From an optimization exercise on the open Yosys and OpenROAD flow, aimed at small area, a short achievable clock period and few clock cycles; shortcuts taken in it are not production practice. The RTL was checked by simulation tests, not by an equivalence proof against the original design. Power figures rest on the tool's default switching activity, not on a simulated workload.

==> flow/design.v <==
`timescale 1ns/100ps
module adder(a_i, b_i, c_i, s_o, c_o);
  parameter W = 32;
  input  [W-1:0] a_i;
  input  [W-1:0] b_i;
  input          c_i;
  output [W-1:0] s_o;
  output         c_o;
  reg [W-1:0] p, g, gn, pn;
  integer l, k, j;
  always @(*) begin
    p = a_i ^ b_i;
    g = a_i & b_i;
    g[0] = g[0] | (p[0] & c_i);    
    pn = p;
    for (l = 0; (1 << l) < W; l = l + 1) begin
      gn = g;
      for (k = 0; k < W; k = k + 1)
        if ((k >> l) & 1) begin
          j = ((k >> l) << l) - 1;
          gn[k] = g[k] | (pn[k] & g[j]);
        end
      for (k = W - 1; k >= 0; k = k - 1)
        if ((k >> l) & 1) begin
          j = ((k >> l) << l) - 1;
          pn[k] = pn[k] & pn[j];
        end
      g = gn;
    end
  end
  assign s_o = p ^ {g[W-2:0], c_i};
  assign c_o = g[W-1];
endmodule
`timescale 1ns/100ps
module CPU(clk_i, rst_n_i, ins_i, pc_o, data_from_mem_i, MEM_ctrl_o, mem_write_addr_o, mem_write_data_o);
  input clk_i;
  input rst_n_i;
  input [32 - 1:0] ins_i;
  input [32 - 1:0] data_from_mem_i;
  output [32 - 1:0] pc_o;
  output [2 - 1:0] MEM_ctrl_o;
  output [32 - 1:0] mem_write_addr_o;
  output [32 - 1:0] mem_write_data_o;
  integer i;
  reg        wb_rw, wb_lw, wb_sw;
  reg  [4:0] wb_dest;
  reg [31:0] wb_alu, wb_sd;
  wire [31:0] wb_res = wb_lw ? data_from_mem_i : wb_alu;
  reg [31:0] rf [1:31];
  reg  [31:0] pc;
  wire [31:0] pc1 = pc + 32'd1;
  wire [15:0] tgt_lo;
  wire        tgt_c;
  adder #(.W(16)) target_adder(.a_i(pc1[15:0]), .b_i(ins_i[15:0]), .c_i(1'b0), .s_o(tgt_lo), .c_o(tgt_c));
  wire [15:0] pc1_hi   = pc1[31:16];
  wire [15:0] pc1_hi_p = pc1_hi + 16'd1;
  wire [15:0] pc1_hi_m = ~((~pc1_hi) + 16'd1);
  wire [15:0] tgt_hi   = (tgt_c == ins_i[15]) ? pc1_hi : (tgt_c ? pc1_hi_p : pc1_hi_m);
  wire [31:0] if_target = {tgt_hi, tgt_lo};
  wire if_beq = (ins_i[31:26] == 6'b000100);
  wire if_j   = (ins_i[31:26] == 6'b000010);
  wire [4:0] if_rs = ins_i[25:21];
  wire [4:0] if_rt = ins_i[20:16];
  wire        mispredict;
  wire        stall;
  reg  [31:0] id_pc1;
  always @(posedge clk_i) begin
    if (~rst_n_i)        pc <= 32'd0;
    else if (mispredict) pc <= id_pc1;
    else if (stall)      pc <= pc;
    else if (if_beq)     pc <= if_target;
    else if (if_j)       pc <= {pc1[31:28], 2'b00, ins_i[25:0]};
    else                 pc <= pc1;
  end
  assign pc_o = pc;
  reg [31:0] rf_a, rf_b;
  always @(*) begin
    rf_a = 32'd0;
    rf_b = 32'd0;
    for (i = 1; i < 32; i = i + 1) begin
      rf_a = rf_a | ({32{if_rs == i}} & rf[i]);
      rf_b = rf_b | ({32{if_rt == i}} & rf[i]);
    end
  end
  wire byp_a = wb_rw & (wb_dest == if_rs);
  wire byp_b = wb_rw & (wb_dest == if_rt);
  wire [4:0] id_dest;
  wire       id_rw_go;
  wire nx_fwd_a = id_rw_go & (id_dest == if_rs);
  wire nx_fwd_b = id_rw_go & (id_dest == if_rt);
  wire id_lw_go;
  wire if_use_rt = (ins_i[31:26] == 6'b000000) | (ins_i[31:26] == 6'b101011) | if_beq;
  wire nx_lu = id_lw_go & ((nx_fwd_a & ~if_j) | (nx_fwd_b & if_use_rt));
  wire [5:0] if_op   = ins_i[31:26];
  wire [5:0] if_fn   = ins_i[5:0];
  wire       if_r    = (if_op == 6'b000000);
  wire       if_imm  = (if_op == 6'b001000) | (if_op == 6'b100011) | (if_op == 6'b101011);
  wire       f_slt   = if_fn[5] & if_fn[3];
  wire       f_log   = if_fn[5] & ~if_fn[3] & if_fn[2];
  wire       f_as    = if_fn[5] & ~if_fn[3] & ~if_fn[2];
  wire [6:0] if_ctl  = {if_imm,                           
                        if_r & (f_slt | (f_as & if_fn[1])),  
                        if_imm | (if_r & f_as),           
                        if_r & f_log & ~if_fn[0],         
                        if_r & f_log & if_fn[0],          
                        if_r & f_slt,                     
                        if_r & ~if_fn[5]};                
  reg        id_valid;
  reg  [6:0] id_ctl;
  reg [31:0] id_ins;
  reg [31:0] id_a, id_b;
  reg        id_fwd_a, id_fwd_b, id_lu;
  always @(posedge clk_i) begin
    id_valid <= rst_n_i & (stall | ~mispredict);
    if (stall) begin
      id_fwd_a <= 1'b0;
      id_fwd_b <= 1'b0;
      id_lu    <= 1'b0;
      id_a     <= id_fwd_a ? wb_res : id_a;
      id_b     <= id_fwd_b ? wb_res : id_b;
    end else begin
      id_ins   <= ins_i;
      id_ctl   <= if_ctl;
      id_pc1   <= pc1;
      id_fwd_a <= nx_fwd_a;
      id_fwd_b <= nx_fwd_b;
      id_lu    <= nx_lu;
      id_a     <= byp_a ? wb_res : rf_a;
      id_b     <= byp_b ? wb_res : rf_b;
    end
  end
  wire [5:0] id_op   = id_ins[31:26];
  wire [4:0] id_rt   = id_ins[20:16];
  wire [4:0] id_rd   = id_ins[15:11];
  wire [5:0] id_fn   = id_ins[5:0];
  wire       is_r    = (id_op == 6'b000000);
  wire       is_addi = (id_op == 6'b001000);
  wire       is_lw   = (id_op == 6'b100011);
  wire       is_sw   = (id_op == 6'b101011);
  wire       is_beq  = (id_op == 6'b000100);
  wire       is_imm  = is_addi | is_lw | is_sw;
  wire       id_go   = id_valid & rst_n_i;
  assign     id_dest  = is_r ? id_rd : id_rt;
  wire       id_rw    = (is_r | is_addi | is_lw) & (id_dest != 5'd0);
  assign     id_rw_go = id_go & id_rw;
  assign     id_lw_go = id_go & is_lw;
  assign     stall    = id_valid & id_lu;
  wire       b_imm    = id_ctl[6];
  wire       id_sub   = id_ctl[5];
  wire       sel_add  = id_ctl[4];
  wire       sel_and  = id_ctl[3];
  wire       sel_or   = id_ctl[2];
  wire       sel_slt  = id_ctl[1];
  wire       sel_shl  = id_ctl[0];
  wire [31:0] opa = id_fwd_a ? wb_alu : id_a;
  wire [31:0] opb = id_fwd_b ? wb_alu : id_b;
  wire [31:0] srcb = b_imm ? {{16{id_ins[15]}}, id_ins[15:0]} : opb;
  wire [31:0] sum;
  adder alu_adder(.a_i(opa), .b_i(srcb ^ {32{id_sub}}), .c_i(id_sub), .s_o(sum), .c_o());
  wire [31:0] shl  = (|opa[31:5]) ? 32'd0 : (opb << opa[4:0]);
  wire [31:0] alu  = ({32{sel_add}} & sum)
                   | ({32{sel_and}} & (opa & opb))
                   | ({32{sel_or}}  & (opa | opb))
                   | ({32{sel_slt}} & {31'd0, sum[31]})
                   | ({32{sel_shl}} & shl);
  assign mispredict = id_valid & ~id_lu & is_beq & (opa != opb);
  always @(posedge clk_i) begin
    wb_rw   <= id_rw_go & ~stall;
    wb_lw   <= id_lw_go & ~stall;
    wb_sw   <= id_go & is_sw & ~stall;
    wb_dest <= id_dest;
    wb_alu  <= alu;
    wb_sd   <= opb;
  end
  always @(posedge clk_i) begin
    for (i = 1; i < 32; i = i + 1)
      if (wb_rw && wb_dest == i) rf[i] <= wb_res;
  end
  assign MEM_ctrl_o       = {wb_sw, wb_lw};
  assign mem_write_addr_o = wb_alu;
  assign mem_write_data_o = wb_sd;
endmodule
clock: 8.5 ns
lec_check: 0
cap_margin: 20
core_margin: 2
core_utilization: 30
cts_cluster_diameter: 100
cts_cluster_size: 24
setup_slack_margin: 5
slew_margin: 20
tns_end_percent: 5
standard.sh (not shown) runs the stock make flow with config.mk's settings and CLKGATE_MAP_FILE= SYNTH_SCRIPT=/design/flow/synth_recipe.tcl, a recipe that flattens the netlist after the stock synthesis.
==> flow/flow/run.sh <==
#!/bin/bash
# The standard layout, with the ports buffered by a plain buffer cell
# instead of the delay cell buffer_ports picks by default.
set -euo pipefail
export BUFFER_PORTS_ARGS="-buffer_cell sky130_fd_sc_hd__buf_2"
bash standard.sh > standard_flow.log 2>&1
The starting point completed with no timing, DRC or antenna violations.
Testbench counts at the start, summed over its fixed seeds: cycles 112,057.
Rerun with:
==> flow/run.sh (new file) <==
#!/bin/bash
# synth_recipe.tcl (not shown) runs the flow's synth.tcl, then flattens the netlist and writes it again
# the make line also repeats each setting of config.mk as NAME=value (left out here)
make -C /OpenROAD-flow-scripts/flow DESIGN_CONFIG=/design/flow/config.mk WORK_HOME=/design/flow/orfs CLKGATE_MAP_FILE= SYNTH_SCRIPT=/design/flow/synth_recipe.tcl finish
- CORE_UTILIZATION: 30 -> 40
- CTS_CLUSTER_DIAMETER: 100 -> default
- CTS_CLUSTER_SIZE: 24 -> default
- TNS_END_PERCENT: 5 -> default
removed: flow/flow/run.sh
removed: flow/standard.sh
What happened: The new run finished with timing, DRC and antenna clean; power is higher by a quarter to a third; via count is higher by a few percent; worst setup slack improves by 0.38 ns; clock skew is lower by 0.0056 ns; utilization is higher by 15 points; die area is lower by a quarter to a third; cell area is higher by a little under a tenth.


## job 2585
// CPU: RTL as listed in full above, without the edits since
clock: 8.5 ns
lec_check: 0
cap_margin: 20
core_margin: 2
core_utilization: 30
setup_slack_margin: 5
slew_margin: 20
tns_end_percent: 5
run.sh (not shown) runs the stock make flow with config.mk's settings and CLKGATE_MAP_FILE= SYNTH_SCRIPT=/design/flow/synth_recipe.tcl, a recipe that flattens the netlist after the stock synthesis.
Stock flow here: none of the scripts above is used.
Testbench counts of job 2585, summed over its fixed seeds: cycles 112,057.
Input-level comparison between job 9121 and job 2585:
Settings: putting CTS_CLUSTER_SIZE at 18 where nothing was set; putting CTS_CLUSTER_DIAMETER at 100 where nothing was set.
Comparing job 9121 and job 2585, the lower post-route clock period utilization was measured on job 2585. In job 9121 the later-pin clock latency in the skew report turned out 60 ps lower than in job 2585. Delta (job 9121 minus job 2585): post-layout instance count excluding filler cells lost about 2%; final critical path time including I/O delays and setup picked up an extra 32 ps. Job 9121 ended with every stage complete and zero timing, DRC or antenna violations. Job 9121 vs. job 2585: via count fell 238, worst setup slack went down 32 ps, total power -15%. Job 9121 ended with less detailed-routed wire length on met3 than job 2585. Against job 2585, job 9121 comes in 3.1 points lower on clock distribution area overhead in the final layout. Hold slack: job 9121 vs job 2585 — no meaningful difference.
Setup changes, job 9121 to job 9882
Settings: a change of CORE_UTILIZATION from 30 to 40; a deleted TNS_END_PERCENT that had been 5; a change of CTS_CLUSTER_SIZE from 18 to 24.
Per the final summary, job 9882 finished and its layout is clean on timing, DRC and antenna. | placeable core area | lower: job 9882 |. Between job 9121 and job 9882, the sequential element share of the synthesized area figures differ only marginally. Job 9121 → job 9882: die width fell by about 13%, detailed placement HPWL fell by 1.8%. Diff job 9121 -> job 9882: met1 track demand over resource in global routing saw an increase, minimum setup slack in the final design now larger. Cell with the biggest individual delay on the critical path = nor3_2: job 9121; cell with the biggest individual delay on the critical path = edfxtp_1: job 9882. The global-route wire length before repair of job 9882 was inferior to that of job 9121. Pre-CTS worst setup slack (job 9882 over job 9121): increase, 61 ps. Relative to job 9121, the number of nets at the end of the flow of job 9882 is higher by 1.5%. Fmax | job 9882 vs job 9121 | job 9882 faster.
For job 2902, these inputs were changed with respect to job 9882:
Settings: TNS_END_PERCENT newly set to 5; CORE_UTILIZATION changed from 40 to 30.
Results
Summary of job 2902 over job 9882: part of the total power dissipated in combinational logic shows a reduction of 0.7 points, number of DRC markers after the initial detailed-route iteration decreased by 203 relative to the old numbers. Cell depth of the worst setup path: job 2902 vs job 9882 down 2. Summary: via count, job 2902 better than job 9882. Comparing job 9882 and job 2902, the higher count of TritonRoute iterations in the first routing pass was measured on job 2902. Of job 9882 and job 2902, the higher peak clock frequency supported by timing belongs to job 9882. Power in combinational cells ended up about 6% lower on job 2902 than on job 9882. Between job 9882 and job 2902, wire length decreased. Comparing job 9882 and job 2902, the lower combined area of the multi-input logic cells is on job 2902. Between job 9882 and job 2902, the cell count went up. Cell area after layout, job 9882 and job 2902: larger value in job 9882.

[static timing again, ports no longer ideal]
The results above use ideal ports. As a check the final layouts listed here were re-extracted and re-timed, cells and wires unchanged. Step 1, drivers: a clkbuf_16 drives clk_i and a buf_2 each remaining input, both assumed. Step 2 moves the port delays by t, midway between the first and last clock arrival at a register: inputs arrive t later, outputs are due t later. That takes back most of the time a late clock gives input paths. Three values: no drivers, after step 1, after step 2; two values: the first two.
run | t, ns | setup slack, ns | worst setup path at the end | cell pins on the clock port's net
the first run of note 1 | 0.849 | 4.260 / 4.310 / 3.461 | input to register | 1
the second run of note 1 | 0.874 | 4.644 / 4.644 / 3.897 | input to register | 1
job 2585 | 0.854 | 4.518 / 4.518 / 3.827 | input to register | 1
job 9121 | 0.799 | 4.485 / 4.500 / 3.701 | input to register | 1
job 9882 | 0.849 | 4.647 / 4.647 / 3.947 | input to register | 1
job 2902 | 0.829 | 4.576 / 4.564 / 3.851 | input to register | 1
After both steps every run listed still meets setup and hold. For the first run of note 1, which loses most, drivers alone change the setup slack by +0.050 ns; drivers and shift together by -0.799 ns.
